Optimization exercise on an open flow, not production practice. RTL: at most simulated, not proved equivalent. Function not checked: runs 1 and 2. Power: default activity.

--- design/flow/flow/run.sh ---
#!/bin/bash
# The standard ORFS layout with these changes:
#  - synthesis: no prefix-adder extra map, no adder extraction, an
#    area-oriented ABC script (flow/abc.script) and no buffers on
#    pass-through wires; registers are mapped exactly as in the standard
#    synthesis (dfflibmap runs before ABC, which only remaps combinational
#    logic);
#  - port buffers are sky130_fd_sc_hd__buf_1;
#  - clock tree: smaller sink clusters of clkbuf_4/clkbuf_8, no dummy loads.
# ORFS's full output goes to orfs_make.log, each step's log to orfs/logs/.
set -euo pipefail
W=$(pwd)
{
  head -n 1 synth_recipe.tcl
  cat <<'EOT'
proc abc {args} {
  set i [lsearch -exact $args -script]
  if {$i >= 0} { lset args [expr {$i + 1}] $::env(MY_ABC_SCRIPT) }
  yosys abc {*}$args
}
EOT
  tail -n +2 synth_recipe.tcl
} > my_synth.tcl
export MY_ABC_SCRIPT="$W/flow/abc.script"
export BUFFER_PORTS_ARGS="-buffer_cell sky130_fd_sc_hd__buf_1"
export CTS_ARGS="-sink_clustering_enable -repair_clock_nets -dont_use_dummy_load -sink_clustering_size 12 -sink_clustering_max_diameter 100 -buf_list {sky130_fd_sc_hd__clkbuf_4 sky130_fd_sc_hd__clkbuf_8}"
bash standard.sh SYNTH_SCRIPT="$W/my_synth.tcl" SYNTH_OPERATIONS_ARGS=-noshare ADDER_MAP_FILE= SYNTH_INSBUF=0 finish > orfs_make.log 2>&1
--- design/flow/flow/abc.script ---
strash
ifraig
scorr
dc2
strash
&get -n
&dch -f
&nf -R 1000
&put
--- design/flow/standard.sh ---
#!/bin/bash
# synth_recipe.tcl (not shown) runs the flow's synth.tcl, then flattens the netlist and writes it again
# the make line also repeats each setting of config.mk as NAME=value (left out here)
make -C /OpenROAD-flow-scripts/flow DESIGN_CONFIG=/design/flow/config.mk WORK_HOME=/design/flow/orfs CLKGATE_MAP_FILE= SYNTH_SCRIPT=/design/flow/synth_recipe.tcl "${@:-finish}"
--- design/flow/config.mk ---
export PLATFORM = sky130hd
export DESIGN_NAME = m68k_periph
export DESIGN_NICKNAME = m68k_periph
export VERILOG_FILES = /design/flow/design.v
export SDC_FILE = /design/flow/constraint.sdc
export NUM_CORES = 4
export LEC_CHECK = 0
export CAP_MARGIN = 20
export CORE_MARGIN = 2
export CORE_UTILIZATION = 40
export SLEW_MARGIN = 20
--- design/flow/constraint.sdc ---
create_clock -name core_clock -period 10.0 [get_ports {clk}]
set_input_delay 2.0000 -clock core_clock [delete_from_list [all_inputs] [get_ports {clk}]]
set_output_delay 2.0000 -clock core_clock [all_outputs]
set_load 0.01 [all_outputs]
--- design/flow/design.v ---
`timescale 1ns / 1ps
module m68k_periph(
	input clk,
	input reset_n,
	input  [31:0] bus_addr,
	input  [15:0] bus_wdata,
	output [15:0] bus_rdata,
	input  bus_uds,
	input  bus_lds,
	input  bus_rw,
	output bus_ack,
	output [2:0] ipl_n,
	output tx,
	input rx,
	output [7:0] leds,
	output [17:0] ram_addr,
	input  [31:0] ram_data_read,
	output [31:0] ram_data_write,
	output ram_data_is_output,
	output [1:0] ram_ce_n,
	output [1:0] ram_ub_n,
	output [1:0] ram_lb_n,
	output [1:0] ram_we_n,
	output [1:0] ram_oe_n,
	input spi_miso,
	output spi_mosi,
	output spi_clk,
	output [2:0] spi_cs_n
);
	function [31:0] inc;
		input [31:0] x;
		integer i;
		reg c;
		begin
			c = 1'b1;
			for (i = 0; i < 32; i = i + 1) begin
				inc[i] = x[i] ^ c;
				c = c & x[i];
			end
		end
	endfunction
	wire uds = bus_uds;
	wire lds = bus_lds;
	wire rw = bus_rw;
	wire [15:0] wd = bus_wdata;
	wire [6:0] a71 = bus_addr[7:1];
	wire strobe = uds | lds;
	wire [15:0] wdr = wd & {16{reset_n}};  
	wire io_page = (bus_addr[31:20] == 12'h001) && (bus_addr[19:11] == 9'd0);
	wire sel_ram  = strobe && (bus_addr[31:20] == 12'h000);
	wire sel_uart = strobe && io_page && (bus_addr[10:8] == 3'd0);
	wire sel_leds = strobe && io_page && (bus_addr[10:8] == 3'd1);
	wire sel_spi  = strobe && io_page && (bus_addr[10:8] == 3'd2);
	wire sel_tmr  = strobe && io_page && (bus_addr[10:8] == 3'd3);
	wire sel_int  = strobe && io_page && (bus_addr[10:8] == 3'd4);
	wire sel_iack = strobe && (&bus_addr[31:4]);
	reg [1:0] ph;
	always @(posedge clk) begin
		if (~reset_n || ~strobe)
			ph <= 2'd0;
		else if (ph != 2'd3)
			ph <= { ph[1] ^ ph[0], ~ph[0] };
	end
	reg ram_rd;       
	reg ram_w0;       
	reg [3:0] ram_be;  
	always @(posedge clk) begin
		ram_rd <= reset_n & sel_ram & rw & ~ph[1];
		ram_w0 <= reset_n & sel_ram & ~rw & (ph == 2'd0);
		ram_be <= {4{reset_n & sel_ram & ~rw}} &
			{ bus_addr[1] & uds, bus_addr[1] & lds, ~bus_addr[1] & uds, ~bus_addr[1] & lds };
	end
	wire ram_w1 = ram_w0 & (ram_be[3] | ram_be[2]);
	wire ram_w0b = ram_w0 & (ram_be[1] | ram_be[0]);
	assign ram_addr = bus_addr[19:2];
	assign ram_oe_n = {2{~ram_rd}};
	assign ram_we_n = { ~ram_w1, ~ram_w0b };
	assign ram_ce_n = { ~(ram_rd | ram_w1), ~(ram_rd | ram_w0b) };
	assign ram_ub_n = { ~(ram_rd | (ram_w0 & ram_be[3])), ~(ram_rd | (ram_w0 & ram_be[1])) };
	assign ram_lb_n = { ~(ram_rd | (ram_w0 & ram_be[2])), ~(ram_rd | (ram_w0 & ram_be[0])) };
	assign ram_data_is_output = ram_w0;
	reg [15:0] rd;
	assign ram_data_write = {
		{8{ram_be[3]}} & rd[15:8], {8{ram_be[2]}} & rd[7:0],
		{8{ram_be[1]}} & rd[15:8], {8{ram_be[0]}} & rd[7:0] };
	wire [15:0] ram_half = bus_addr[1] ? ram_data_read[31:16] : ram_data_read[15:0];
	localparam TICK = 7'd108;  
	localparam TX_IDLE = 4'd0, TX_STOP1 = 4'd1, TX_STOP2 = 4'd2, TX_LAST = 4'd3,
		TX_DONE = 4'd4, TX_LOAD = 4'd5, TX_START = 4'd7;  
	reg [6:0] baud;
	reg [3:0] txs;
	reg [7:0] tx_reg;
	wire tick = (baud == TICK);
	wire tx_idle = (txs == TX_IDLE) || (txs == TX_DONE);
	wire tx_active = ~tx_idle;
	wire tx_start = (txs == TX_LOAD);
	wire tx_send_tick = (txs == TX_DONE);
	always @(posedge clk) begin
		if (tx_start || tick)
			baud <= 7'd0;
		else
			baud <= inc(baud);
	end
	always @(posedge clk) begin
		if (~reset_n) begin
			txs <= TX_IDLE;
		end else if (tx_idle) begin
			txs <= (sel_uart & ~rw & (a71 == 7'd1) & lds) ? TX_LOAD : TX_IDLE;
		end else if (tx_start) begin
			tx_reg <= wd[7:0];
			txs <= TX_START;
		end else if (txs == TX_LAST) begin
			txs <= TX_DONE;
		end else if (tick) begin
			txs <= (txs == 4'd15) ? TX_STOP1 : inc(txs);
		end
	end
	assign tx = txs[3] ? tx_reg[txs[2:0]] : (txs != TX_START);
	localparam RX_IDLE = 4'd0, RX_AVAIL = 4'd1, RX_STOP = 4'd2, RX_BSTART = 4'd6, RX_START = 4'd7;
	reg [6:0] baud_rx;
	reg [3:0] rxs;
	reg [7:0] rx_reg;
	wire tick_rx = (baud_rx == TICK / 2);
	wire rx_idle = (rxs == RX_IDLE) || (rxs == RX_AVAIL);
	wire rx_avail_tick = (rxs == RX_AVAIL);
	wire baud_start = (rxs == RX_BSTART);
	always @(posedge clk) begin
		if (~reset_n || baud_start || baud_rx == TICK)
			baud_rx <= 7'd0;
		else
			baud_rx <= inc(baud_rx);
	end
	always @(posedge clk) begin
		if (~reset_n) begin
			rxs <= RX_IDLE;
			rx_reg <= 8'd0;
		end else if (rx_idle) begin
			rxs <= rx ? RX_IDLE : RX_BSTART;
		end else if (tick_rx) begin
			if (rxs == RX_START || rxs == RX_BSTART)
				rxs <= rx ? RX_IDLE : 4'd8;
			else if (rxs == RX_STOP)
				rxs <= rx ? RX_AVAIL : RX_IDLE;
			else begin
				rx_reg <= { rx, rx_reg[7:1] };
				rxs <= (rxs == 4'd15) ? RX_STOP : inc(rxs);
			end
		end else if (baud_start) begin
			rxs <= RX_START;
		end
	end
	reg [7:0] fb0, fb1, fb2, fb3;
	reg [1:0] rd_idx, wr_idx;
	reg fifo_ne;
	reg pop_now;      
	reg stat_read;    
	reg rx_ovf;
	wire fifo_full = (wr_idx == rd_idx) && fifo_ne;
	wire fifo_push = rx_avail_tick && ~fifo_full;
	wire fifo_pop = pop_now && fifo_ne && ~fifo_push;
	wire [1:0] rd_idx_next = { rd_idx[1] ^ rd_idx[0], ~rd_idx[0] };
	wire [7:0] fifo_out = rd_idx[1] ? (rd_idx[0] ? fb3 : fb2) : (rd_idx[0] ? fb1 : fb0);
	always @(posedge clk) begin
		if (~reset_n) begin
			rd_idx <= 2'd0;
			wr_idx <= 2'd0;
			fifo_ne <= 1'b0;
		end else if (fifo_push) begin
			wr_idx <= { wr_idx[1] ^ wr_idx[0], ~wr_idx[0] };
			fifo_ne <= 1'b1;
		end else if (fifo_pop) begin
			rd_idx <= rd_idx_next;
			fifo_ne <= (wr_idx != rd_idx_next);
		end
	end
	wire [7:0] fifo_din = {8{reset_n}} & rx_reg;
	always @(posedge clk) begin
		if (~reset_n || (fifo_push && wr_idx == 2'd0)) fb0 <= fifo_din;
		if (~reset_n || (fifo_push && wr_idx == 2'd1)) fb1 <= fifo_din;
		if (~reset_n || (fifo_push && wr_idx == 2'd2)) fb2 <= fifo_din;
		if (~reset_n || (fifo_push && wr_idx == 2'd3)) fb3 <= fifo_din;
	end
	always @(posedge clk) begin
		pop_now <= reset_n & sel_uart & rw & (a71 == 7'd1) & lds & (ph == 2'd0);
		stat_read <= reset_n & sel_uart & rw & (a71 == 7'd3) & lds;
	end
	always @(posedge clk) begin
		if (~reset_n || stat_read)
			rx_ovf <= 1'b0;
		else if (rx_avail_tick && fifo_full)
			rx_ovf <= 1'b1;
	end
	wire [7:0] uart_status = { 5'd0, rx_ovf, tx_active, fifo_ne };
	reg ack_uart;
	always @(posedge clk) begin
		ack_uart <= reset_n & (rw ? (a71[6:2] == 5'd0) :
			((a71 == 7'd0) | (a71 == 7'd2) | (a71 == 7'd3) | ((a71 == 7'd1) & sel_uart & ~tx_active)));
	end
	reg [7:0] leds_r;
	assign leds = leds_r;
	always @(posedge clk) begin
		if (~reset_n | (sel_leds & ~rw & (a71 == 7'd0) & uds))
			leds_r <= wdr[15:8];
	end
	reg [7:0] spi_cnt;
	reg [2:0] spi_div;
	reg [2:0] spi_cs;
	reg [8:0] spi_sr;   
	reg [3:0] spi_st;   
	reg spi_clk_r;
	wire spi_start = (spi_st == 4'd9);
	wire spi_active = (spi_st != 4'd0) && ~spi_start;
	wire sclk = spi_active & spi_cnt[spi_div];
	wire spi_pe = sclk & ~spi_clk_r;
	wire spi_ne = ~sclk & spi_clk_r;
	wire spi_wr_data = sel_spi & ~rw & (a71 == 7'd1) & lds & ~spi_active;
	wire spi_wr_ctl = sel_spi & ~rw & (a71 == 7'd3) & lds & ~spi_active;
	assign spi_clk = sclk;
	assign spi_mosi = spi_active & (spi_clk_r ? spi_sr[8] : spi_sr[7]);
	assign spi_cs_n = (spi_cs == 3'd1) ? 3'b110 :
	                  (spi_cs == 3'd2) ? 3'b101 :
	                  (spi_cs == 3'd3) ? 3'b011 : 3'b111;
	always @(posedge clk) begin
		spi_clk_r <= sclk;
	end
	always @(posedge clk) begin
		if (~reset_n | spi_wr_ctl) begin
			spi_div <= wdr[3:1];
			spi_cs <= wdr[6:4];
		end
	end
	always @(posedge clk) begin
		if (~reset_n)
			spi_cnt <= 8'd0;
		else if (spi_active)
			spi_cnt <= inc(spi_cnt);
	end
	always @(posedge clk) begin
		if (~reset_n)
			spi_st <= 4'd0;
		else if (spi_start)
			spi_st <= 4'd1;
		else if (~spi_active) begin
			if (spi_wr_data)
				spi_st <= 4'd9;
		end else if (spi_ne)
			spi_st <= (spi_st == 4'd8) ? 4'd0 : inc(spi_st);
	end
	always @(posedge clk) begin
		if (~reset_n)
			spi_sr <= 9'd0;
		else if (spi_wr_data)
			spi_sr[7:0] <= wd[7:0];
		else if (spi_pe)
			spi_sr <= { spi_sr[7:0], spi_miso };
	end
	reg ack_spi;
	always @(posedge clk) begin
		ack_spi <= reset_n & ((a71 == 7'd0) | (a71 == 7'd2) |
			((a71 == 7'd3) & (rw | (sel_spi & ~spi_active))) |
			((a71 == 7'd1) & sel_spi & ~spi_active));
	end
	reg [15:0] tcnt;
	reg [3:0] tdiv;
	reg ten;
	reg tclk_r;
	reg [31:0] cmp;
	reg [31:0] timer;
	reg tovf_r;
	reg [15:0] td;    
	wire tclk = tcnt[tdiv];
	wire ttick = tclk & ~tclk_r;
	wire teq = (timer == cmp);
	wire tovf = ten & teq;
	wire tmr_int = tovf & ~tovf_r;
	wire tw = sel_tmr & ~rw;
	always @(posedge clk) begin
		tclk_r <= tclk;
		tovf_r <= tovf;
	end
	always @(posedge clk) begin
		if (~reset_n | (tw & (a71 == 7'd5) & lds))
			{ tdiv, ten } <= wdr[4:0];
	end
	always @(posedge clk) begin
		if (~reset_n)
			tcnt <= 16'd0;
		else if (ten)
			tcnt <= inc(tcnt);
	end
	always @(posedge clk) begin
		if (~reset_n | (tw & (a71 == 7'd2) & uds)) cmp[31:24] <= wdr[15:8];
		if (~reset_n | (tw & (a71 == 7'd2) & lds)) cmp[23:16] <= wdr[7:0];
		if (~reset_n | (tw & (a71 == 7'd3) & uds)) cmp[15:8] <= wdr[15:8];
		if (~reset_n | (tw & (a71 == 7'd3) & lds)) cmp[7:0] <= wdr[7:0];
	end
	always @(posedge clk) begin
		if (~reset_n) begin
			timer <= 32'd0;
		end else if (ten & ttick) begin
			timer <= teq ? 32'd0 : inc(timer);
		end else begin
			if (tw & (a71 == 7'd0) & uds) timer[31:24] <= wd[15:8];
			if (tw & (a71 == 7'd0) & lds) timer[23:16] <= wd[7:0];
			if (tw & (a71 == 7'd1) & uds) timer[15:8] <= wd[15:8];
			if (tw & (a71 == 7'd1) & lds) timer[7:0] <= wd[7:0];
		end
	end
	reg [7:0] td_src_hi, td_src_lo;
	always @(*) begin
		case (a71[2:0])
			3'd0: begin td_src_hi = timer[31:24]; td_src_lo = timer[23:16]; end
			3'd1: begin td_src_hi = timer[15:8];  td_src_lo = timer[7:0];   end
			3'd2: begin td_src_hi = cmp[31:24];   td_src_lo = cmp[23:16];   end
			3'd3: begin td_src_hi = cmp[15:8];    td_src_lo = cmp[7:0];     end
			3'd4: begin td_src_hi = 8'd1;         td_src_lo = 8'd2;         end
			default: begin td_src_hi = 8'd3;      td_src_lo = 8'd4;         end
		endcase
	end
	wire td_ld = sel_tmr & rw & (a71[6:3] == 4'd0) & ~(a71[2] & a71[1]);
	wire [15:0] td_next = {
		(td_ld & uds) ? td_src_hi : td[15:8],
		(td_ld & lds) ? td_src_lo : td[7:0] } & {16{reset_n}};
	always @(posedge clk) begin
		td <= td_next;
	end
	reg gie;
	reg [7:0] int_en;
	reg [7:0] int_status;
	wire [2:0] interrupts = { tx_send_tick, rx_avail_tick, tmr_int };
	wire iw = sel_int & ~rw & lds;
	always @(posedge clk) begin
		if (~reset_n | (iw & (a71 == 7'd1))) gie <= wdr[0];
		if (~reset_n | (iw & (a71 == 7'd3))) int_en <= wdr[7:0];
	end
	always @(posedge clk) begin
		if (~reset_n)
			int_status <= 8'd0;
		else if (gie && (interrupts != 3'd0))
			int_status[2:0] <= int_status[2:0] | (int_en[2:0] & interrupts);
		else if (iw & (a71 == 7'd5))
			int_status <= wd[7:0];
	end
	wire [2:0] int_masked = int_en[2:0] & int_status[2:0];
	assign ipl_n = ~gie ? 3'b111 :
		(int_masked[0] | int_masked[1]) ? 3'd6 :
		int_masked[2] ? 3'd5 : 3'b111;
	reg ack_int;
	always @(posedge clk) begin
		ack_int <= reset_n & (a71[6:3] == 4'd0) & ~(a71[2] & a71[1]);
	end
	always @(posedge clk) begin
		if (reset_n & sel_ram) begin
			if (~rw)
				rd <= wd;
			else if (~ph[1])
				rd <= ram_half;
		end else if (reset_n & sel_uart) begin
			rd <= { 8'd0, a71[1] ? (a71[0] ? uart_status : 8'd0) : (a71[0] ? fifo_out : 8'd0) };
		end else if (reset_n & sel_leds) begin
			rd <= { leds_r, 8'd0 };
		end else if (reset_n & sel_spi) begin
			rd <= { 8'd0, a71[1] ? (a71[0] ? { 1'b0, spi_cs, spi_div, spi_active } : 8'd0) :
			                       (a71[0] ? spi_sr[7:0] : 8'd0) };
		end else if (sel_tmr) begin
			rd <= td_next;
		end else if (reset_n & sel_int) begin
			rd <= { 8'd0, ~a71[0] ? 8'd0 : a71[2] ? int_status : a71[1] ? int_en : { 7'd0, gie } };
		end else begin
			rd <= 16'd0;
		end
	end
	assign bus_rdata = rd;
	assign bus_ack =
		sel_ram  ? (rw ? (ph == 2'd3) : ph[1]) :
		sel_uart ? ack_uart :
		sel_leds ? ((ph != 2'd0) & (a71 == 7'd0)) :
		sel_spi  ? ack_spi :
		sel_tmr  ? (ph != 2'd0) :
		sel_int  ? ack_int :
		sel_iack;
endmodule
==> results of run 1 <==
## how the worst min path moves through the flow
stage	startpoint	cells after the start	endpoint	slack, ns
6_report	stat_read	1	rx_ovf	0.43
5_1_grt	int_status[4]	2	int_status[4]	0.45
4_1_cts	stat_read	1	rx_ovf	0.43
3_5_place_dp	stat_read	1	rx_ovf	0.41
3_3_place_gp	stat_read	1	rx_ovf	0.42
2_1_floorplan	stat_read	1	rx_ovf	0.37
## Yosys cell counts (7+ instances only)
master,number,area share (%)
a22oi_1,15,0.94
nor2_1,85,2.7
o22ai_1,16,0.84
a31oi_1,34,1.8
mux2i_1,18,1.5
nand2_1,112,3.5
xor2_1,14,1.0
a22o_1,11,0.81
or3_1,9,0.47
nand3_1,28,1.2
nor2b_1,9,0.47
nand2b_1,7,0.37
a221o_1,15,1.3
and2_0,75,3.9
xnor2_1,30,2.2
nand4_1,16,0.84
nor3_1,40,1.7
a21oi_1,104,4.4
clkinv_1,28,0.88
dfxtp_1,145,24
and3_1,31,1.6
a222oi_1,19,1.6
o211ai_1,7,0.44
o21ai_0,125,5.2
nor4_1,16,0.84
edfxtp_1,116,29
## cell usage in the layout (no fill, tap or decap), drive strengths merged, types with 7 or more instances in the layout
cell    instances
o211ai          7
nand2b          7
nor2b           9
a22o           11
nor4           16
nand3          28
a221o          15
clkinv         28
nor2           85
a222oi         19
a22oi          15
xnor2          30
nor3           40
a31oi          34
xor2           14
o21ai         125
or3             9
nand2         112
a21oi         104
buf           200
clkbuf         27
and3           31
nand4          16
and2           75
o22ai          16
dfxtp         145
mux2i          18
edfxtp        116
## metrics by stage
step           util (%)  cells
2_1_floorplan         -   1200
3_3_place_gp       45.0   1792
3_5_place_dp       45.0   1792
4_1_cts            46.2   1817
5_1_grt            46.2   1818
6_report           46.2   1818
## critical path: cells and delay by family
family                 cells  cell delay (ns)
AO/OA/AOI/OAI              2             0.48
AND/OR/NAND/NOR            4             1.98
buffers and inverters      3             0.49
## power by group through the flow
| stage | combinational, mW | clock (mW) | sequential, mW |
|---|---|---|---|
| CTS | 0.176 | 0.580 | 1.19 |
| finish | 0.177 | 0.564 | 1.19 |
| floorplan | 0.0882 | 0 | 1.20 |
| global route | 0.193 | 0.613 | 1.19 |
| global placement | 0.173 | 0 | 1.21 |
| detailed placement | 0.175 | 0 | 1.21 |
## metal layers
metal / GRT usage (%) / vias up
met5: 0 / -
met3: 3.46 / 63
met1: 29.5 / 5010
met2: 38.9 / 427
li1: - / 5046
met4: 8.44 / 0
## cell families after synthesis
| group | Yosys count |
|---|---|
| flops | 261 |
| xor+xnor | 44 |
| compound gates | 388 |
| mux | 30 |
| simple gates | 448 |
| buf+inv | 28 |
| other cells | 1 |
## cell type report
cell class	instances	area (µm²)
inverters	28	105
multi-input cells	911	5450
clock buffers	25	344
diodes	1	2.50
flip-flops and latches	261	6390
well taps	390	488
fillers	2829	15900
repair buffers	202	850
==> out/results.txt, run 1 <==
initial DRC count - 1,070
TritonRoute pass-1 iters - 7
Syn Nets - 1,287
post-synthesis simple-gate area fraction - 18.9%
gr usage total - 22.9%
Worst Path Max Fanout - 17
Post-DP HPWL - 27,000 µm
clock latency on the worst-skew pair - 0.56 ns
first-pass GRT wire length - 54,900 µm
Worst-path clk slew - 0.08 ns
Worst VDD drop - 95.0 µV
Die X - 177 µm
CP peak stage delay - 0.73 ns
# DRC - 0
Synth warnings - 1
initial antenna violation count - 1
CTS resizes - 0
CP Class - primary input to output port
sw frac - 25.6%
worst slack, placed - 3.12 ns
hold slack - 0.431 ns
R2R setup slack - 4.81 ns
CP Launch Type - primary input
Slew Viols, Final - 0
met3 wire length - 2380 µm
Hold/Removal Path Class - flip-flop to flip-flop
slowest CP cell - and3_1
net switching power - 494 µW
status - no timing/DRC/antenna violations
Reg2Reg Depth - 20
layout cell share with drive strength beyond 1 - 3.99%
NumNets Final - 1,516
top sig layer - met4
Worst Tran Pin Value - 0.987 ns
post-synthesis xor/xnor area fraction - 3.23%
Cell Area, Synth - 0.0119 mm²
Int Power - 1.44 mW
Seq pwr share - 61.6%
worst clock skew - 0.0150 ns
vias in the first global route - 9,510
final cycle utilization of the critical path - 69.6%
final wirelength - 36,900 µm
register area share after synthesis - 53.5%
number of hold buffers added after cts - 0
PortBufs - 179
Crit path required time - 8.00 ns
CP Launch Point - bus_lds
CTS root buf - clkbuf_8
crit path to - bus_ack
post-synthesis mux area share - 3.21%
Clock power frac - 29.2%
Routed met1 length - 15,800 µm
Comb pwr share - 9.2%
Synth Area in Compound Gates - 20.3%
setup ws final - 3.04 ns
post-CTS setup buffers - 0
post-DR wirelength/cell - 20.3 µm
Tot Pwr - 1.93 mW
Die ar. - 0.0312 mm²
largest net degree at the start of global routing - 81
Placed Instance Area - 0.0133 mm²
Synth Flop Type - dfxtp_1
Largest regs - cmp x32, timer x32
FF-to-FF Start - timer[1]
Arr. time, crit path - 4.96 ns
Die H - 177 µm
minimum clock period - 6.96 ns
routed wl met2 - 17,500 µm
most frequent CP cell - buf_1
Core ar. - 0.0295 mm²
H-tree levels - 1
vias per inst - 5.80
Syn-to-layout area delta - 14.2%
ys async rst share - 0%
largest family of logic cells by synthesized area - compound AO/OA/AOI/OAI gates
adder-cell share of the synthesized area - 0%
RSZ-0062 raised after global routing - no
leakage power - 4.60 nW
Starting Density - 40.5%
pwr dens - 142 mW/mm²
Final ANT Viol Nets - 0
TritonCTS Buffers - 25
gpl congestion - 0.847
hold violation total from the final report - 0
number of max-cap violations - 0
Slew headroom - 34.0%
gr ovfl total - 0
post-route setup TNS - 0 ns
Syn Inst Count - 1,200
CP endpoint kind - output port
Cell variety after synth - 57
cell row count - 63
EDFF count, synth - 116
flops & latches, synth - 261
FF-to-FF End - timer[31]
CTS tree - built
Max Root-Sink Buffers - 3
Max Clk Rate - 0.144 GHz
Mean Syn Cell Area - 9.95 µm²
via count - 10,500
Setup-failing EPs final - 0
clock sinks - 261
Critical Path, Cell by Cell - buf_1 -> buf_4 -> nor2_1 -> or4_1 -> nor4_1 -> and3_1 -> a31oi_1 -> o21ai_0 -> buf_1
final instance area - 0.0136 mm²
io pins - 182
==> run 2: changes to the inputs <==
--- a/design/flow/config.mk
+++ b/design/flow/config.mk
@@ -9,3 +9,4 @@
 export CORE_MARGIN = 2
 export CORE_UTILIZATION = 40
+export GPL_TIMING_DRIVEN = 0
 export SLEW_MARGIN = 20
==> run 2 against run 1 <==
Power is 0.18% higher. Final area is 0.29% lower. Global-route usage is 0.063 points higher. Sequential power hardly changed. Synthesized cell count stayed put. Highest routed layer unchanged.
==> out/results.txt, run 2 <==
slowest CP cell - and3_1
initial antenna violation count - 1 (unchanged)
layout cell share with drive strength beyond 1 - 3.33% (-0.66 points)
PortBufs - 179 (unchanged)
sw frac - 25.8% (+0.23 points)
Yosys top cell by area - edfxtp_1
Syn Inst Count - 1,200 (unchanged)
vias per inst - 5.89 (+1.6%)
worst clock skew - 0.0210 ns (+0.00597 ns)
H-tree levels - 1 (unchanged)
Area contributors post-synth - edfxtp_1 (29%), dfxtp_1 (24%), o21ai_0 (5.2%)
post-synthesis simple-gate area fraction - 18.9% (unchanged)
CTS tree - built
Core ar. - 0.0295 mm² (unchanged)
Seq pwr share - 61.5% (about the same)
clock latency on the worst-skew pair - 0.56 ns (about the same)
leakage power - 4.55 nW (-1.1%)
gpl congestion - 0.885 (+4.5%)
most common cell in the netlist - dfxtp_1
R2R setup slack - 4.82 ns (about the same)
# DRC - 0 (unchanged)
post-DR wirelength/cell - 20.6 µm (+1.6%)
Non-Filler Instances - 1,801 (-0.94%)
clock sinks - 261 (unchanged)
Cell Area, Synth - 0.0119 mm² (unchanged)
Die H - 177 µm (unchanged)
RSZ-0062 raised after global routing - no
CP Launch Type - primary input
adder-cell share of the synthesized area - 0% (unchanged)
post-CTS setup buffers - 0 (unchanged)
NumNets Final - 1,500 (-1.1%)
TritonCTS Buffers - 25 (unchanged)
Util after Layout - 46.1% (-0.14 points)
minimum clock period - 7.34 ns (+0.377 ns)
Syn-to-layout area delta - 13.8%
Hold/Removal Path Class - flip-flop to flip-flop
number of max-cap violations - 0 (unchanged)
Final ANT Viol Nets - 0 (unchanged)
most frequent cells in the layout - buf_1 (177), dfxtp_1 (145), o21ai_0 (121)
final cycle utilization of the critical path - 73.4% (+3.8 points)
Worst Tran Pin Value - 1.11 ns (+0.122 ns)
Synth warnings - 1 (unchanged)
Post-DP HPWL - 27,400 µm (+1.4%)
most frequent CP cell - buf_1
Clock power frac - 29.5% (+0.3 points)
Mean Syn Cell Area - 9.95 µm² (unchanged)
Max Root-Sink Buffers - 3 (unchanged)
cell row count - 63 (unchanged)
initial DRC count - 912 (-15%)
net switching power - 499 µW (+1.1%)
Arr. time, crit path - 5.34 ns (+0.38 ns)
CP peak stage delay - 0.75 ns (+0.02 ns)
Yosys top cell area share - 29.2% (unchanged)
Syn Nets - 1,287 (unchanged)
Setup-failing EPs final - 0 (unchanged)
vias in the first global route - 9,734 (+2.4%)
post-synthesis xor/xnor area fraction - 3.23% (unchanged)
worst slack, placed - 2.69 ns (-0.423 ns)
EDFF count, synth - 116 (unchanged)
hold violation total from the final report - 0 (unchanged)
first-pass GRT wire length - 55,300 µm (+0.79%)
Slew Viols, Final - 0 (unchanged)
post-synthesis mux area share - 3.21% (unchanged)
final wirelength - 37,100 µm (+0.62%)
flops & latches, synth - 261 (unchanged)
status - no timing/DRC/antenna violations
Crit path required time - 8.00 ns (about the same)
placed insts - 1,776 (-0.89%)
TritonRoute pass-1 iters - 6 (-1)
list of most frequent post-synthesis cells - dfxtp_1 (145), o21ai_0 (125), edfxtp_1 (116), nand2_1 (112), a21oi_1 (104)
cell family with most CP delay - simple AND/OR/NAND/NOR gates
Slew headroom - 25.3% (-8.7 points)
Worst Path Buf+Inv - 2 (-1)
largest net degree at the start of global routing - 44 (-46%)
gr usage total - 22.9% (+0.063 points)
via count - 10,600 (+0.63%)
CP endpoint kind - output port
Synth Area in Compound Gates - 20.3% (unchanged)
CP Class - primary input to output port
register area share after synthesis - 53.5% (unchanged)
Worst VDD drop - 80.5 µV (-15%)
commonest non-fill, non-tap cell in the layout - buf_1
final antenna diode count - 0 (-1)
Placed Instance Area - 0.0132 mm² (-0.28%)
Critical Path, Cell by Cell - buf_1 -> nor2_1 -> or4_1 -> nor4_1 -> and3_1 -> a31oi_1 -> o21ai_0 -> buf_1
Comb pwr share - 9.0% (-0.2 points)
Max Clk Rate - 0.136 GHz (-5.1%)
final instance area - 0.0136 mm² (-0.29%)
CTS root buf - clkbuf_8
setup ws final - 2.66 ns (-0.377 ns)
ys async rst share - 0% (unchanged)
gr ovfl total - 0 (unchanged)
Die X - 177 µm (unchanged)
CTS resizes - 0 (unchanged)
Worst-path clk slew - 0.09 ns (about the same)
Int Power - 1.43 mW (-0.13%)
fillcell total - 2,810 (-0.67%)
Largest regs - cmp x32, timer x32
Cell variety after synth - 57 (unchanged)
Die ar. - 0.0312 mm² (unchanged)
pwr dens - 142 mW/mm² (+0.47%)
io pins - 182 (unchanged)
Worst Path Max Fanout - 17 (unchanged)
number of hold buffers added after cts - 0 (unchanged)
Starting Density - 40.5% (unchanged)
Tot Pwr - 1.93 mW (+0.18%)
Synth Flop Type - dfxtp_1
largest family of logic cells by synthesized area - compound AO/OA/AOI/OAI gates
## run 2: power by group through the flow
stage	logic [mW]	clock network [mW]	registers (mW)
global placement	0.166	0	1.21
detailed placement	0.172	0	1.21
floorplan	0.0882	0	1.20
CTS	0.173	0.583	1.19
finish	0.174	0.570	1.19
global route	0.190	0.621	1.19
## run 2: per-layer routing
metal	up-vias	share of wire (%)	GRT usage [%]
met5	-	0	0
li1	5005	-	-
met4	0	3.7	8.71
met1	5078	42	29.4
met2	452	47	38.9
met3	77	7.0	3.69
## run 2: final cells by class
class                   instances  area, µm²  share of cell area (%)
flip-flops and latches        261       6390                    47.0
multi-input cells             911       5460                    40.2
repair buffers                186        796                    5.86
well taps                     390        488                    3.59
clock buffers                  25        344                    2.53
inverters                      28        106                   0.783
## run 2: final timing paths
| check | cells after the start | start | to |
|---|---|---|---|
| hold / removal | 1 | stat_read | rx_ovf |
| hold reg to reg | 1 | stat_read | rx_ovf |
| setup reg to reg | 20 | timer[1] | timer[31] |
| setup / recovery | 8 | bus_lds | bus_ack |
## run 2: worst register-to-register path: stages (launching register included)
cell and delay (ns):
dfxtp_1 0.49, and3_1 0.26, and2_0 0.26, and3_1 0.28, and3_1 0.20, and2_0 0.25, and3_1 0.22, and3_1 0.22
and3_1 0.28, and3_1 0.21, and2_0 0.24, and3_1 0.26, and3_1 0.21, and2_0 0.32, and4_1 0.31, and3_1 0.20
and2_0 0.26, nand3_1 0.15, xor2_1 0.17, o211ai_1 0.16, o211a_1 0.17
## run 2: per-stage QoR
step	TNS (ns)	hold WS, ns
after global placement	-7.44	0.388
after detailed placement	0	0.391
after floorplan	0	0.373
final	0	0.418
after global routing	0	0.433
after CTS	0	0.420
## run 2: cells by family after synthesis
group	after synthesis
buffers and inverters	28
AOI/OAI and AO/OA	388
muxes	30
DFF	261
xor gates and xnor gates	44
and+or+nand+nor	448
other	1
==> run 3: changes to the inputs <==
--- a/design/flow/design.v
+++ b/design/flow/design.v
@@ -295,15 +295,12 @@
 		if (~reset_n | (tw & (a71 == 7'd3) & lds)) cmp[7:0] <= wdr[7:0];
 	end
-	always @(posedge clk) begin
-		if (~reset_n) begin
-			timer <= 32'd0;
-		end else if (ten & ttick) begin
-			timer <= teq ? 32'd0 : inc(timer);
-		end else begin
-			if (tw & (a71 == 7'd0) & uds) timer[31:24] <= wd[15:8];
-			if (tw & (a71 == 7'd0) & lds) timer[23:16] <= wd[7:0];
-			if (tw & (a71 == 7'd1) & uds) timer[15:8] <= wd[15:8];
-			if (tw & (a71 == 7'd1) & lds) timer[7:0] <= wd[7:0];
-		end
+	wire tinc = ten & ttick;
+	wire [31:0] timer_inc = inc(timer) & {32{reset_n & ~teq}};
+	wire [31:0] timer_d = tinc ? timer_inc : { wdr, wdr };
+	always @(posedge clk) begin
+		if (~reset_n | tinc | (tw & (a71 == 7'd0) & uds)) timer[31:24] <= timer_d[31:24];
+		if (~reset_n | tinc | (tw & (a71 == 7'd0) & lds)) timer[23:16] <= timer_d[23:16];
+		if (~reset_n | tinc | (tw & (a71 == 7'd1) & uds)) timer[15:8] <= timer_d[15:8];
+		if (~reset_n | tinc | (tw & (a71 == 7'd1) & lds)) timer[7:0] <= timer_d[7:0];
 	end
 	reg [7:0] td_src_hi, td_src_lo;
@@ -350,24 +347,28 @@
 		ack_int <= reset_n & (a71[6:3] == 4'd0) & ~(a71[2] & a71[1]);
 	end
-	always @(posedge clk) begin
-		if (reset_n & sel_ram) begin
-			if (~rw)
-				rd <= wd;
-			else if (~ph[1])
-				rd <= ram_half;
-		end else if (reset_n & sel_uart) begin
-			rd <= { 8'd0, a71[1] ? (a71[0] ? uart_status : 8'd0) : (a71[0] ? fifo_out : 8'd0) };
-		end else if (reset_n & sel_leds) begin
-			rd <= { leds_r, 8'd0 };
-		end else if (reset_n & sel_spi) begin
-			rd <= { 8'd0, a71[1] ? (a71[0] ? { 1'b0, spi_cs, spi_div, spi_active } : 8'd0) :
-			                       (a71[0] ? spi_sr[7:0] : 8'd0) };
-		end else if (sel_tmr) begin
-			rd <= td_next;
-		end else if (reset_n & sel_int) begin
-			rd <= { 8'd0, ~a71[0] ? 8'd0 : a71[2] ? int_status : a71[1] ? int_en : { 7'd0, gie } };
-		end else begin
-			rd <= 16'd0;
-		end
+	wire s_ram_cap  = reset_n & sel_ram & rw & ~ph[1];
+	wire s_ram_hold = reset_n & sel_ram & rw & ph[1];
+	wire s_ram_wr   = reset_n & sel_ram & ~rw;
+	wire s_u1 = reset_n & sel_uart & ~a71[1] & a71[0];
+	wire s_u3 = reset_n & sel_uart & a71[1] & a71[0];
+	wire s_l  = reset_n & sel_leds;
+	wire s_s1 = reset_n & sel_spi & ~a71[1] & a71[0];
+	wire s_s3 = reset_n & sel_spi & a71[1] & a71[0];
+	wire s_i1 = reset_n & sel_int & ~a71[2] & ~a71[1] & a71[0];
+	wire s_i3 = reset_n & sel_int & ~a71[2] & a71[1] & a71[0];
+	wire s_i5 = reset_n & sel_int & a71[2] & a71[0];
+	always @(posedge clk) begin
+		rd <= ({16{s_ram_cap}} & ram_half) |
+		      ({16{s_ram_hold}} & rd) |
+		      ({16{s_ram_wr}} & wd) |
+		      ({16{sel_tmr}} & td_next) |
+		      { {8{s_l}} & leds_r,
+		        ({8{s_u1}} & fifo_out) |
+		        ({8{s_u3}} & uart_status) |
+		        ({8{s_s1}} & spi_sr[7:0]) |
+		        ({8{s_s3}} & { 1'b0, spi_cs, spi_div, spi_active }) |
+		        ({8{s_i1}} & { 7'd0, gie }) |
+		        ({8{s_i3}} & int_en) |
+		        ({8{s_i5}} & int_status) };
 	end
 	assign bus_rdata = rd;
--- a/design/flow/flow/run.sh
+++ b/design/flow/flow/run.sh
@@ -7,5 +7,5 @@
 #    logic);
 #  - port buffers are sky130_fd_sc_hd__buf_1;
-#  - clock tree: smaller sink clusters of clkbuf_4/clkbuf_8, no dummy loads.
+#  - clock tree: small sink clusters of clkbuf_4, no dummy loads.
 # ORFS's full output goes to orfs_make.log, each step's log to orfs/logs/.
 set -euo pipefail
@@ -24,4 +24,4 @@
 export MY_ABC_SCRIPT="$W/flow/abc.script"
 export BUFFER_PORTS_ARGS="-buffer_cell sky130_fd_sc_hd__buf_1"
-export CTS_ARGS="-sink_clustering_enable -repair_clock_nets -dont_use_dummy_load -sink_clustering_size 12 -sink_clustering_max_diameter 100 -buf_list {sky130_fd_sc_hd__clkbuf_4 sky130_fd_sc_hd__clkbuf_8}"
+export CTS_ARGS="-sink_clustering_enable -repair_clock_nets -dont_use_dummy_load -sink_clustering_size 8 -sink_clustering_max_diameter 50 -buf_list {sky130_fd_sc_hd__clkbuf_4}"
 bash standard.sh SYNTH_SCRIPT="$W/my_synth.tcl" SYNTH_OPERATIONS_ARGS=-noshare ADDER_MAP_FILE= SYNTH_INSBUF=0 finish > orfs_make.log 2>&1
==> run 3 against run 2 <==
Still clean on timing, DRC and antenna. Final area is 1.3% lower. Area after synthesis decreased by 1.1%. Via count is 3.8% lower. Critical path type unchanged. Largest power group unchanged.
==> out/results.txt, run 3 <==
most common cell in the netlist - nand2_1
Syn Nets - 1,244 (-3.3%)
ys async rst share - 0% (unchanged)
Worst Path Buf+Inv - 2 (unchanged)
Tot Pwr - 1.89 mW (-2.0%)
io pins - 182 (unchanged)
Cell variety after synth - 52 (-8.8%)
slowest CP cell - nor3_1
via count - 10,200 (-3.8%)
Hold Crit Depth - 2 (+1)
Worst Path Max Fanout - 11 (-6)
layout cell share with drive strength beyond 1 - 4.85% (+1.5 points)
Max Root-Sink Buffers - 3 (unchanged)
Worst-path clk slew - 0.09 ns (about the same)
TritonCTS Buffers - 39 (+56%)
Yosys top cell by area - edfxtp_1
post-route setup TNS - 0 ns (unchanged)
Area contributors post-synth - edfxtp_1 (34%), dfxtp_1 (22%), nand2_1 (4.3%)
list of most frequent post-synthesis cells - nand2_1 (134), edfxtp_1 (132), dfxtp_1 (129), nor2_1 (92), a21oi_1 (85)
Synth warnings - 1 (unchanged)
vias in the first global route - 9,387 (-3.6%)
initial DRC count - 928 (+1.8%)
Worst Tran Pin Value - 1.10 ns (-0.00539 ns)
vias per inst - 5.78 (-1.9%)
largest net degree at the start of global routing - 39 (-11%)
EDFF count, synth - 132 (+14%)
Final ANT Viol Nets - 0 (unchanged)
NumNets Final - 1,471 (-1.9%)
Mean Syn Cell Area - 10.2 µm² (+2.6%)
TritonRoute pass-1 iters - 8 (+2)
status - no timing/DRC/antenna violations
Die H - 176 µm (-0.54%)
Post-DP HPWL - 26,800 µm (-2.3%)
clock sinks - 261 (unchanged)
most frequent cells in the layout - buf_1 (177), nand2_1 (134), edfxtp_1 (132)
CTS tree - built
final cycle utilization of the critical path - 65.3% (-8.1 points)
Slew headroom - 25.9% (+0.57 points)
most frequent CP cell - buf_1
gpl congestion - 0.850 (-3.9%)
Cell Area, Synth - 0.0118 mm² (-1.1%)
Starting Density - 40.9% (+0.41 points)
minimum clock period - 6.53 ns (-0.812 ns)
CP Launch Type - primary input
Yosys top cell area share - 33.6% (+4.4 points)
Reg2Reg Depth - 19 (-5.0%)
commonest non-fill, non-tap cell in the layout - buf_1
hold violation total from the final report - 0 (unchanged)
Core ar. - 0.0289 mm² (-2.1%)
Max Clk Rate - 0.153 GHz (+12%)
final instance area - 0.0134 mm² (-1.3%)
Critical Path, Cell by Cell - buf_1 -> nor2_1 -> nand4b_1 -> nor3_1 -> nand3_1 -> a21oi_1 -> a211o_1 -> buf_1
Worst VDD drop - 76.2 µV (-5.3%)
Stages on worst setup path - 8 (unchanged)
clock latency on the worst-skew pair - 0.67 ns (+0.11 ns)
cell family with most CP delay - simple AND/OR/NAND/NOR gates
initial antenna violation count - 2 (+1)
# DRC - 0 (unchanged)
Hold/Removal Path Class - flip-flop to flip-flop
pwr dens - 141 mW/mm² (-0.71%)
Crit path required time - 8.00 ns (about the same)
CTS root buf - clkbuf_4
H-tree levels - 2 (+1)
Arr. time, crit path - 4.53 ns (-0.81 ns)
Largest regs - cmp x32, timer x32
post-CTS setup buffers - 0 (unchanged)
gr ovfl total - 0 (unchanged)
CP Launch Point - bus_lds
crit path to - bus_ack
worst clock skew - 0.0428 ns (+0.0218 ns)
number of hold buffers added after cts - 0 (unchanged)
FF-to-FF End - timer[31]
CP peak stage delay - 0.81 ns (+0.06 ns)
cell row count - 62 (-1.6%)
first-pass GRT wire length - 54,700 µm (-1.0%)
CTS resizes - 0 (unchanged)
CP Class - primary input to output port
CP endpoint kind - output port
Die ar. - 0.0309 mm² (-1.1%)
register area share after synthesis - 55.5% (+2.0 points)
Non-Filler Instances - 1,767 (-1.9%)
placed insts - 1,727 (-2.8%)
Die X - 176 µm (-0.54%)
leakage power - 4.57 nW (+0.32%)
number of max-cap violations - 0 (unchanged)
Slew Viols, Final - 0 (unchanged)
Syn-to-layout area delta - 13.5%
hold slack - 0.446 ns (+0.0273 ns)
Setup-failing EPs final - 0 (unchanged)
flops & latches, synth - 261 (unchanged)
gr usage total - 23.1% (+0.11 points)
RSZ-0062 raised after global routing - no
FF-to-FF Start - timer[0]
post-DR wirelength/cell - 20.6 µm (-0.14%)
final wirelength - 36,400 µm (-2.0%)
R2R setup slack - 4.95 ns (+0.13 ns)
Syn Inst Count - 1,157 (-3.6%)
PortBufs - 179 (unchanged)
Synth Flop Type - edfxtp_1
Placed Instance Area - 0.0131 mm² (-1.0%)
## run 3: cell type report
class / instances / area [µm²]
Antenna cell: 1 / 2.50
Clock buffer: 39 / 293
Multi-Input combinational cell: 870 / 5200
Sequential cell: 261 / 6550
Inverter: 26 / 98.8
Fill cell: 2868 / 15500
Tap cell: 384 / 480
Timing Repair Buffer: 186 / 779
## run 3: worst min path at each step
stage	from	end	slack (ns)
final	int_status[7]	int_status[7]	0.45
after global placement	int_status[7]	int_status[7]	0.43
after global routing	int_status[4]	int_status[4]	0.47
after detailed placement	int_status[7]	int_status[7]	0.43
after floorplan	stat_read	rx_ovf	0.37
after CTS	int_status[7]	int_status[7]	0.44
## run 3: worst min-delay path: cells and delay by family (launching register included)
family                 cells  cell delay [ns]
AOI/OAI and AO/OA          1             0.05
buffers and inverters      1             0.04
DFF                        1             0.32
## run 3: stage by stage
| step | worst slack, ns | util (%) |
|---|---|---|
| after global routing | 3.18 | 46.4 |
| after floorplan | 4.48 | - |
| after detailed placement | 3.56 | 45.4 |
| after CTS | 3.56 | 46.4 |
| final | 3.47 | 46.4 |
| after global placement | 0.103 | 44.9 |
## run 3: logic make-up (layout without fill, tap and decap cells)
kind of cell / after synthesis / count (layout) / share of synthesized area, %
xor+xnor: 44 / 44 / 3.27
compound gates: 322 / 322 / 17.4
simple gates: 475 / 475 / 19.8
flops: 261 / 261 / 55.5
mux: 28 / 28 / 3.18
other cells: 1 / 2 / 0.0318
buf+inv: 26 / 251 / 0.827
## run 3: metal layers
| metal | track usage [%] | vias up | wire length [µm] |
|---|---|---|---|
| met5 | 0 | - | 0 |
| li1 | - | 4874 | - |
| met1 | 32.1 | 4893 | 15900 |
| met3 | 4.18 | 74 | 2500 |
| met4 | 8.92 | 0 | 1210 |
| met2 | 35.8 | 370 | 16800 |
## run 3: where the power goes
group | switching (mW) | total [mW] | internal (mW)
Combinational | 0.0970 | 0.149 | 0.0517
Sequential | 0.0398 | 1.20 | 1.17
Clock | 0.360 | 0.539 | 0.180
==> run 4: changes to the inputs <==
--- a/design/flow/config.mk
+++ b/design/flow/config.mk
@@ -8,5 +8,5 @@
 export CAP_MARGIN = 20
 export CORE_MARGIN = 2
-export CORE_UTILIZATION = 40
+export CORE_UTILIZATION = 60
 export GPL_TIMING_DRIVEN = 0
 export SLEW_MARGIN = 20
==> run 4 against run 3 <==
Via count grew 2.3%. Still clean. Clock power shrank 3%. Area after synthesis is the same. Combinational power is essentially flat. Sequential share of layout area grew 0.56 points. Clock-buffer cell count is the same. Clock skew grew 0.034 ns. Largest cell class unchanged. Die area shrank 33%. Maximum frequency shrank 3.2%. Sequential cell count is the same. Final area shrank 1.1%.
==> out/results.txt, run 4 <==
Final ANT Viol Nets - 0 (unchanged)
Crit path required time - 8.00 ns (about the same)
ys async rst share - 0% (unchanged)
post-route setup TNS - 0 ns (unchanged)
# DRC - 0 (unchanged)
gr ovfl total - 0 (unchanged)
register area share after synthesis - 55.5% (unchanged)
PortBufs - 179 (unchanged)
flops & latches, synth - 261 (unchanged)
Yosys top cell area share - 33.6% (unchanged)
CTS root buf - clkbuf_4
R2R setup slack - 4.77 ns (-0.18 ns)
minimum clock period - 6.74 ns (+0.216 ns)
CTS tree - built
first-pass GRT wire length - 51,800 µm (-5.5%)
io pins - 182 (unchanged)
Starting Density - 60.8% (+20 points)
Max Root-Sink Buffers - 3 (unchanged)
Synth warnings - 1 (unchanged)
vias in the first global route - 9,470 (+0.88%)
Slew headroom - 32.3% (+6.5 points)
initial antenna violation count - 1 (-1)
Post-DP HPWL - 24,800 µm (-7.3%)
list of most frequent post-synthesis cells - nand2_1 (134), edfxtp_1 (132), dfxtp_1 (129), nor2_1 (92), a21oi_1 (85)
CP Class - primary input to output port
worst clock skew - 0.0766 ns (+0.0338 ns)
EDFF count, synth - 132 (unchanged)
Area contributors post-synth - edfxtp_1 (34%), dfxtp_1 (22%), nand2_1 (4.3%)
NumNets Final - 1,470 (-0.068%)
number of max-cap violations - 0 (unchanged)
Mean Syn Cell Area - 10.2 µm² (unchanged)
Yosys top cell by area - edfxtp_1
Die H - 144 µm (-18%)
Worst-path clk slew - 0.09 ns (about the same)
Max Clk Rate - 0.148 GHz (-3.2%)
FF-to-FF End - timer[31]
layout cell share with drive strength beyond 1 - 4.78% (-0.069 points)
FF-to-FF Start - timer[0]
TritonCTS Buffers - 39 (unchanged)
post-CTS setup buffers - 0 (unchanged)
vias per inst - 6.34 (+9.7%)
Largest regs - cmp x32, timer x32
clock sinks - 261 (unchanged)
TritonRoute pass-1 iters - 6 (-2)
leakage power - 4.56 nW (-0.11%)
Cell variety after synth - 52 (unchanged)
final wirelength - 34,400 µm (-5.4%)
RSZ-0062 raised after global routing - no
Synth Flop Type - edfxtp_1
Worst Path Max Fanout - 11 (unchanged)
largest net degree at the start of global routing - 44 (+13%)
gpl congestion - 0.960 (+13%)
initial DRC count - 1,223 (+32%)
Syn-to-layout area delta - 12.3%
Core ar. - 0.0194 mm² (-33%)
Syn Nets - 1,244 (unchanged)
Tot Pwr - 1.88 mW (-0.88%)
most common cell in the netlist - nand2_1
met3 GRT Util - 6.36% (+2.2 points)
Slew Viols, Final - 0 (unchanged)
Setup-failing EPs final - 0 (unchanged)
most frequent cells in the layout - buf_1 (177), nand2_1 (134), edfxtp_1 (132)
global routing met2 resource utilization - 50.9% (+15 points)
crit path to - bus_ack
pwr dens - 142 mW/mm² (+0.26%)
CP endpoint kind - output port
Syn Inst Count - 1,157 (unchanged)
Cell Area, Synth - 0.0118 mm² (unchanged)
CP Launch Type - primary input
met1 Use GR - 46.2% (+14 points)
Reg2Reg Depth - 19 (unchanged)
Worst VDD drop - 99.8 µV (+31%)
busiest grt layer - met2
Arr. time, crit path - 4.74 ns (+0.21 ns)
via count - 10,400 (+2.3%)
status - no timing/DRC/antenna violations
number of hold buffers added after cts - 0 (unchanged)
hold violation total from the final report - 0 (unchanged)
H-tree levels - 2 (unchanged)
post-DR wirelength/cell - 20.9 µm (+1.5%)
commonest non-fill, non-tap cell in the layout - buf_1
Worst Tran Pin Value - 1.01 ns (-0.0963 ns)
Hold/Removal Path Class - flip-flop to flip-flop
clock latency on the worst-skew pair - 0.68 ns (about the same)
gr usage total - 32.9% (+9.8 points)
cell row count - 51 (-18%)
final cycle utilization of the critical path - 67.4% (+2.2 points)
Die X - 144 µm (-18%)
CP Launch Point - bus_lds
Die ar. - 0.0208 mm² (-33%)
CTS resizes - 0 (unchanged)
run 4: cell families after synthesis:
logic type                Yosys count  share of synthesized area [%]
AOI/OAI and AO/OA                 322                           17.4
and+or+nand+nor                   475                           19.8
buffers and inverters              26                          0.827
DFF                               261                           55.5
muxes                              28                           3.18
xor gates and xnor gates           44                           3.27
other                               1                         0.0318
run 4: how the worst min path moves through the flow:
stage	depth (start not counted)	slack [ns]	end	start
3_5_place_dp	2	0.43	int_status[5]	int_status[5]
3_3_place_gp	2	0.43	int_status[5]	int_status[5]
5_1_grt	1	0.44	rx_ovf	stat_read
4_1_cts	2	0.44	int_status[5]	int_status[5]
2_1_floorplan	1	0.37	rx_ovf	stat_read
6_report	2	0.44	int_status[5]	int_status[5]
run 4: final cells by class:
| type | count | area, µm² |
|---|---|---|
| Sequential cell | 261 | 6550 |
| Fill cell | 1585 | 6150 |
| Multi-Input combinational cell | 870 | 5200 |
| Timing Repair Buffer | 185 | 776 |
| Tap cell | 265 | 332 |
| Clock buffer | 39 | 293 |
| Inverter | 26 | 98.8 |
| Antenna cell | 1 | 2.50 |
run 4: power breakdown:
part	total (mW)	internal, mW	switching, mW	leakage (nW)
logic	0.151	0.0516	0.0990	2.04
registers	1.20	1.17	0.0386	2.34
clock network	0.522	0.180	0.342	0.179
total	1.88	1.40	0.480	4.56
run 4: worst max-delay path, stage by stage:
cell and delay [ns]:
buf_1 0.49, nor2_1 0.18, nand4b_1 0.30, nor3_1 0.85, nand3_1 0.37, a21oi_1 0.21
a211o_1 0.14, buf_1 0.19
run 4: stage by stage:
step | cell area (µm²) | setup slack [ns] | instances | hold WS [ns] | utilization (%)
6_report | 13200 | 3.26 | 1647 | 0.444 | 68.3
2_1_floorplan | 11800 | 4.48 | 1157 | 0.373 | -
4_1_cts | 13200 | 3.38 | 1646 | 0.444 | 68.2
5_1_grt | 13200 | 3.09 | 1647 | 0.443 | 68.3
3_5_place_dp | 12900 | 3.38 | 1607 | 0.431 | 66.7
3_3_place_gp | 12800 | 0.317 | 1601 | 0.427 | 66.0
run 4: layer usage:
layer	up-vias	share of wire [%]
met2	544	46
met1	4954	41
met3	75	9.6
met5	-	0
met4	0	3.3
li1	4870	-
==> run 5: changes to the inputs <==
--- a/design/flow/flow/run.sh
+++ b/design/flow/flow/run.sh
@@ -24,4 +24,4 @@
 export MY_ABC_SCRIPT="$W/flow/abc.script"
 export BUFFER_PORTS_ARGS="-buffer_cell sky130_fd_sc_hd__buf_1"
-export CTS_ARGS="-sink_clustering_enable -repair_clock_nets -dont_use_dummy_load -sink_clustering_size 8 -sink_clustering_max_diameter 50 -buf_list {sky130_fd_sc_hd__clkbuf_4}"
+export CTS_ARGS="-sink_clustering_enable -repair_clock_nets -dont_use_dummy_load -sink_clustering_size 9 -sink_clustering_max_diameter 60 -buf_list {sky130_fd_sc_hd__clkbuf_4}"
 bash standard.sh SYNTH_SCRIPT="$W/my_synth.tcl" SYNTH_OPERATIONS_ARGS=-noshare ADDER_MAP_FILE= SYNTH_INSBUF=0 finish > orfs_make.log 2>&1
--- a/design/flow/config.mk
+++ b/design/flow/config.mk
@@ -8,5 +8,5 @@
 export CAP_MARGIN = 20
 export CORE_MARGIN = 2
-export CORE_UTILIZATION = 60
+export CORE_UTILIZATION = 40
 export GPL_TIMING_DRIVEN = 0
 export SLEW_MARGIN = 20
==> run 5 against run 4 <==
First-iteration DRC count fell by 31%. Wire length rose by 5.1%. Register-to-register slack improved by 0.20 ns. Via count fell by 2.5%. Worst hold slack got worse by 0.019 ns. Global-route usage fell by 9.9 points. Still clean. Critical path depth did not move.
==> out/results.txt, run 5 <==
most frequent cells in the layout - buf_1 (177), nand2_1 (134), edfxtp_1 (132)
Seq pwr share - 64.7% (+0.5 points)
RSZ-0062 raised after global routing - no
post-DR wirelength/cell - 20.5 µm (-1.8%)
flops & latches, synth - 261 (unchanged)
layout cell share with drive strength beyond 1 - 4.57% (-0.21 points)
Syn-to-layout area delta - 13.3%
FF+latch area - 0.00655 mm² (unchanged)
Hold/Removal Path Class - flip-flop to flip-flop
TritonRoute pass-1 iters - 5 (-1)
CTS resizes - 0 (unchanged)
final cycle utilization of the critical path - 65.1% (-2.3 points)
gr usage total - 23.0% (-9.9 points)
net switching power - 484 µW (+0.75%)
vias in the first global route - 9,394 (-0.80%)
most common cell in the netlist - nand2_1
Die X - 176 µm (+22%)
Worst Path Buf+Inv - 2 (unchanged)
register area share after synthesis - 55.5% (unchanged)
gr ovfl total - 0 (unchanged)
Int Power - 1.38 mW (-1.3%)
gpl congestion - 0.850 (-11%)
first-pass GRT wire length - 54,500 µm (+5.3%)
pwr dens - 139 mW/mm² (-1.7%)
worst clock skew - 0.0673 ns (-0.00935 ns)
minimum clock period - 6.51 ns (-0.230 ns)
Setup-failing EPs final - 0 (unchanged)
slowest CP cell - nor3_1
initial antenna violation count - 2 (+1)
largest family of logic cells by synthesized area - simple AND/OR/NAND/NOR gates
post-synthesis xor/xnor area fraction - 3.27% (unchanged)
CTS tree - built
Crit path required time - 8.00 ns (about the same)
Final ANT Viol Nets - 0 (unchanged)
Clock power frac - 27.3% (-0.5 points)
post-route setup TNS - 0 ns (unchanged)
clock latency on the worst-skew pair - 0.68 ns (about the same)
Yosys top cell by area - edfxtp_1
fillcell total - 2,879 (+82%)
Slew Viols, Final - 0 (unchanged)
post-CTS setup buffers - 0 (unchanged)
commonest non-fill, non-tap cell in the layout - buf_1
adder-cell share of the synthesized area - 0% (unchanged)
Synth Flop Type - edfxtp_1
CP Class - primary input to output port
CP Launch Type - primary input
hold violation total from the final report - 0 (unchanged)
Worst-path clk slew - 0.10 ns (about the same)
number of hold buffers added after cts - 0 (unchanged)
Starting Density - 40.9% (-20 points)
Slew headroom - 24.5% (-7.8 points)
PortBufs - 179 (unchanged)
footprint of the multi-input gates - 0.00520 mm² (unchanged)
CP peak stage delay - 0.79 ns (-0.06 ns)
Mean Syn Cell Area - 10.2 µm² (unchanged)
Tot Pwr - 1.86 mW (-0.74%)
vias per inst - 5.77 (-8.9%)
io pins - 182 (unchanged)
Syn Nets - 1,244 (unchanged)
clock sinks - 261 (unchanged)
Core ar. - 0.0289 mm² (+49%)
ys async rst share - 0% (unchanged)
Worst Path Max Fanout - 11 (unchanged)
Worst Tran Pin Value - 1.12 ns (+0.116 ns)
post-synthesis mux area share - 3.18% (unchanged)
Max Clk Rate - 0.154 GHz (+3.5%)
initial DRC count - 845 (-31%)
Post-DP HPWL - 26,800 µm (+7.9%)
sw frac - 26.0% (+0.38 points)
CTS root buf - clkbuf_4
final instance area - 0.0134 mm² (+0.93%)
via count - 10,200 (-2.5%)
post-synthesis simple-gate area fraction - 19.8% (unchanged)
Yosys top cell area share - 33.6% (unchanged)
Die ar. - 0.0309 mm² (+48%)
cell row count - 62 (+22%)
# DRC - 0 (unchanged)
Max Root-Sink Buffers - 3 (unchanged)
hold slack - 0.426 ns (-0.0186 ns)
final wirelength - 36,100 µm (+5.1%)
Area contributors post-synth - edfxtp_1 (34%), dfxtp_1 (22%), nand2_1 (4.3%)
number of max-cap violations - 0 (unchanged)
cell family with most CP delay - simple AND/OR/NAND/NOR gates
Non-Filler Instances - 1,763 (+7.0%)
Comb pwr share - 8.0% (about the same)
EDFF count, synth - 132 (unchanged)
Critical Path, Cell by Cell - buf_1 -> nor2_1 -> nand4b_1 -> nor3_1 -> nand3_1 -> a21oi_1 -> a211o_1 -> buf_1
list of most frequent post-synthesis cells - nand2_1 (134), edfxtp_1 (132), dfxtp_1 (129), nor2_1 (92), a21oi_1 (85)
leakage power - 4.55 nW (-0.29%)
status - no timing/DRC/antenna violations
Synth warnings - 1 (unchanged)
placed insts - 1,727 (+7.5%)
H-tree levels - 2 (unchanged)
largest net degree at the start of global routing - 39 (-11%)
Syn Inst Count - 1,157 (unchanged)
TritonCTS Buffers - 35 (-10%)
Cell variety after synth - 52 (unchanged)
NumNets Final - 1,467 (-0.20%)
Largest regs - cmp x32, timer x32
Synth Area in Compound Gates - 17.4% (unchanged)
Worst VDD drop - 76.9 µV (-23%)
Cell Area, Synth - 0.0118 mm² (unchanged)
Die H - 176 µm (+22%)
Placed Instance Area - 0.0131 mm² (+1.2%)
Arr. time, crit path - 4.51 ns (-0.23 ns)
most frequent CP cell - buf_1
CP endpoint kind - output port
==> run 5: layout make-up <==
| class | instances | share of cell area (%) |
|---|---|---|
| Sequential cell | 261 | 49.0 |
| Multi-Input combinational cell | 870 | 38.9 |
| Timing Repair Buffer | 186 | 5.83 |
| Tap cell | 384 | 3.59 |
| Clock buffer | 35 | 1.97 |
| Inverter | 26 | 0.739 |
| Antenna cell | 1 | 0.0187 |
==> run 5: worst paths after layout <==
path	slack, ns	from	to	depth (start not counted)
hold reg to reg	0.43	stat_read	rx_ovf	1
setup reg to reg	4.97	timer[0]	timer[31]	19
hold / removal	0.43	stat_read	rx_ovf	1
setup / recovery	3.49	bus_lds	bus_ack	8
==> run 5: per-stage QoR <==
stage               utilization (%)  setup slack (ns)
floorplan                         -              4.48
CTS                            46.3              3.56
global route                   46.3              3.18
finish                         46.3              3.49
global placement               44.9             0.103
detailed placement             45.4              3.56
==> run 5: power by group through the flow <==
stage          registers, mW  clock network (mW)  logic, mW
2_1_floorplan           1.21                   0     0.0720
3_3_place_gp            1.23                   0      0.142
3_5_place_dp            1.23                   0      0.148
4_1_cts                 1.20               0.524      0.149
5_1_grt                 1.21               0.565      0.163
6_report                1.20               0.509      0.149
==> run 5: cell families (layout without fill, tap and decap cells) <==
family | count (synthesis) | count (layout)
muxes | 28 | 28
and+or+nand+nor | 475 | 475
other | 1 | 2
DFF | 261 | 261
AOI/OAI and AO/OA | 322 | 322
buffers and inverters | 26 | 247
xor gates and xnor gates | 44 | 44
==> run 5: metal layers <==
metal / GRT usage, % / share of wire [%] / wire, µm / vias to the layer above
met5: 0 / 0 / 0 / -
met4: 8.16 / 3.1 / 1140 / 0
met3: 4.29 / 7.3 / 2630 / 66
met2: 35.8 / 46 / 16700 / 370
met1: 32.1 / 43 / 15700 / 4886
li1: - / - / - / 4859
==> run 6: changes to the inputs <==
--- a/design/flow/flow/run.sh
+++ b/design/flow/flow/run.sh
@@ -7,5 +7,5 @@
 #    logic);
 #  - port buffers are sky130_fd_sc_hd__buf_1;
-#  - clock tree: small sink clusters of clkbuf_4, no dummy loads.
+#  - clock tree: smaller sink clusters of clkbuf_4/clkbuf_8, no dummy loads.
 # ORFS's full output goes to orfs_make.log, each step's log to orfs/logs/.
 set -euo pipefail
@@ -24,4 +24,4 @@
 export MY_ABC_SCRIPT="$W/flow/abc.script"
 export BUFFER_PORTS_ARGS="-buffer_cell sky130_fd_sc_hd__buf_1"
-export CTS_ARGS="-sink_clustering_enable -repair_clock_nets -dont_use_dummy_load -sink_clustering_size 9 -sink_clustering_max_diameter 60 -buf_list {sky130_fd_sc_hd__clkbuf_4}"
+export CTS_ARGS="-sink_clustering_enable -repair_clock_nets -dont_use_dummy_load -sink_clustering_size 12 -sink_clustering_max_diameter 100 -buf_list {sky130_fd_sc_hd__clkbuf_4 sky130_fd_sc_hd__clkbuf_8}"
 bash standard.sh SYNTH_SCRIPT="$W/my_synth.tcl" SYNTH_OPERATIONS_ARGS=-noshare ADDER_MAP_FILE= SYNTH_INSBUF=0 finish > orfs_make.log 2>&1
==> run 6 against run 5 <==
Critical path depth unchanged. Clock-buffer cell count down 10. Worst hold slack better by 0.016 ns. Utilization up 0.27 points. Register-to-register slack worse by 0.02 ns. Sequential cell count unchanged. Critical path type unchanged. Highest routed layer unchanged.
==> out/results.txt, run 6 <==
flops & latches, synth - 261 (unchanged)
CP endpoint kind - output port
TritonRoute pass-1 iters - 6 (+1)
io pins - 182 (unchanged)
Synth warnings - 1 (unchanged)
Util after Layout - 46.6% (+0.27 points)
clock latency on the worst-skew pair - 0.57 ns (-0.11 ns)
setup ws final - 3.48 ns (-0.00829 ns)
RSZ-0062 raised after global routing - no
most frequent cells in the layout - buf_1 (177), nand2_1 (134), edfxtp_1 (132)
post-DR wirelength/cell - 20.6 µm (+0.60%)
NumNets Final - 1,457 (-0.68%)
final antenna diode count - 0 (-1)
vias in the first global route - 9,276 (-1.3%)
CTS tree - built
Yosys top cell area share - 33.6% (unchanged)
layout cell share with drive strength beyond 1 - 3.87% (-0.70 points)
Die X - 176 µm (unchanged)
CTS root buf - clkbuf_8
number of max-cap violations - 0 (unchanged)
Cell Area, Synth - 0.0118 mm² (unchanged)
cell row count - 62 (unchanged)
via count - 10,100 (-0.50%)
TritonCTS Buffers - 25 (-29%)
largest net degree at the start of global routing - 39 (unchanged)
Arr. time, crit path - 4.52 ns (about the same)
EDFF count, synth - 132 (unchanged)
Area contributors post-synth - edfxtp_1 (34%), dfxtp_1 (22%), nand2_1 (4.3%)
H-tree levels - 1 (-1)
Worst-path clk slew - 0.08 ns (-0.02 ns)
gpl congestion - 0.850 (unchanged)
Syn Nets - 1,244 (unchanged)
Cell variety after synth - 52 (unchanged)
Worst VDD drop - 96.6 µV (+26%)
Mean Syn Cell Area - 10.2 µm² (unchanged)
final cycle utilization of the critical path - 65.2% (+0.083 points)
status - no timing/DRC/antenna violations
Synth Flop Type - edfxtp_1
ys async rst share - 0% (unchanged)
PortBufs - 179 (unchanged)
gr usage total - 22.7% (-0.28 points)
number of hold buffers added after cts - 0 (unchanged)
most common cell in the netlist - nand2_1
Post-DP HPWL - 26,800 µm (unchanged)
Die H - 176 µm (unchanged)
minimum clock period - 6.52 ns (+0.00829 ns)
commonest non-fill, non-tap cell in the layout - buf_1
final wirelength - 36,100 µm (about the same)
gr ovfl total - 0 (unchanged)
Worst Path Max Fanout - 11 (unchanged)
Slew headroom - 25.0% (+0.52 points)
worst clock skew - 0.0410 ns (-0.0263 ns)
hold violation total from the final report - 0 (unchanged)
pwr dens - 143 mW/mm² (+2.6%)
Yosys top cell by area - edfxtp_1
initial DRC count - 1,010 (+20%)
Core ar. - 0.0289 mm² (unchanged)
Syn-to-layout area delta - 14.0%
# DRC - 0 (unchanged)
register area share after synthesis - 55.5% (unchanged)
Die ar. - 0.0309 mm² (unchanged)
post-CTS setup buffers - 0 (unchanged)
Final ANT Viol Nets - 0 (unchanged)
Slew Viols, Final - 0 (unchanged)
first-pass GRT wire length - 54,200 µm (-0.54%)
Starting Density - 40.9% (unchanged)
Max Root-Sink Buffers - 3 (unchanged)
post-route setup TNS - 0 ns (unchanged)
CP Class - primary input to output port
initial antenna violation count - 1 (-1)
vias per inst - 5.78 (+0.12%)
CP Launch Type - primary input
Hold/Removal Path Class - flip-flop to flip-flop
Max Clk Rate - 0.153 GHz (-0.13%)
Worst Tran Pin Value - 1.12 ns (-0.00773 ns)
leakage power - 4.57 nW (+0.41%)
CTS resizes - 0 (unchanged)
fillcell total - 2,858 (-0.73%)
Syn Inst Count - 1,157 (unchanged)
Largest regs - cmp x32, timer x32
list of most frequent post-synthesis cells - nand2_1 (134), edfxtp_1 (132), dfxtp_1 (129), nor2_1 (92), a21oi_1 (85)
Crit path required time - 8.00 ns (about the same)
Tot Pwr - 1.92 mW (+3.2%)
placed insts - 1,727 (unchanged)
Setup-failing EPs final - 0 (unchanged)
Non-Filler Instances - 1,752 (-0.62%)
clock sinks - 261 (unchanged)
worst slack, placed - 3.56 ns (unchanged)
==> run 6: cell counts after synthesis <==
Identical to the previous run, type by type.
==> run 6: kinds of logic after synthesis <==
kind of cell	share of synthesized area [%]
compound gates	17.4
flops	55.5
mux	3.18
buf+inv	0.827
simple gates	19.8
other cells	0.0318
xor+xnor	3.27
==> run 6: path summary, 6_finish.rpt <==
kind / startpoint / to / slack, ns / cells after the start
min reg2reg: int_status[7] / int_status[7] / 0.44 / 2
min: int_status[7] / int_status[7] / 0.44 / 2
max: bus_lds / bus_ack / 3.48 / 8
max reg2reg: timer[0] / timer[31] / 4.95 / 19
==> run 6: power by group <==
| part | internal (mW) | leakage, nW | switching, mW |
|---|---|---|---|
| registers | 1.17 | 2.34 | 0.0398 |
| logic | 0.0517 | 2.05 | 0.0977 |
| clock network | 0.223 | 0.180 | 0.344 |
==> run 6: area by class of cell <==
| class | instances | area, µm² | area share [%] |
|---|---|---|---|
| Clock buffer | 25 | 344 | 2.56 |
| Tap cell | 384 | 480 | 3.57 |
| Timing Repair Buffer | 186 | 779 | 5.80 |
| Inverter | 26 | 98.8 | 0.735 |
| Multi-Input combinational cell | 870 | 5200 | 38.7 |
| Sequential cell | 261 | 6550 | 48.7 |
==> run 6: metal layers <==
metal,GRT usage (%),part of all wire (%),vias up
met5,0,0,-
met4,6.75,2.8,0
met3,4.24,7.5,61
met2,36.0,47,364
met1,31.8,43,4878
li1,-,-,4827
==> run 6: through the flow <==
| stage | area, µm² | hold slack [ns] |
|---|---|---|
| after global routing | 13500 | 0.472 |
| after detailed placement | 13100 | 0.430 |
| after global placement | 13000 | 0.428 |
| after CTS | 13400 | 0.443 |
| final | 13500 | 0.442 |
| after floorplan | 11800 | 0.373 |
==> run 6: worst max-delay path, cell delays in order <==
cell and delay, ns:
buf_1 0.40, nor2_1 0.16, nand4b_1 0.29, nor3_1 0.82, nand3_1 0.35, a21oi_1 0.21, a211o_1 0.13, buf_1 0.16
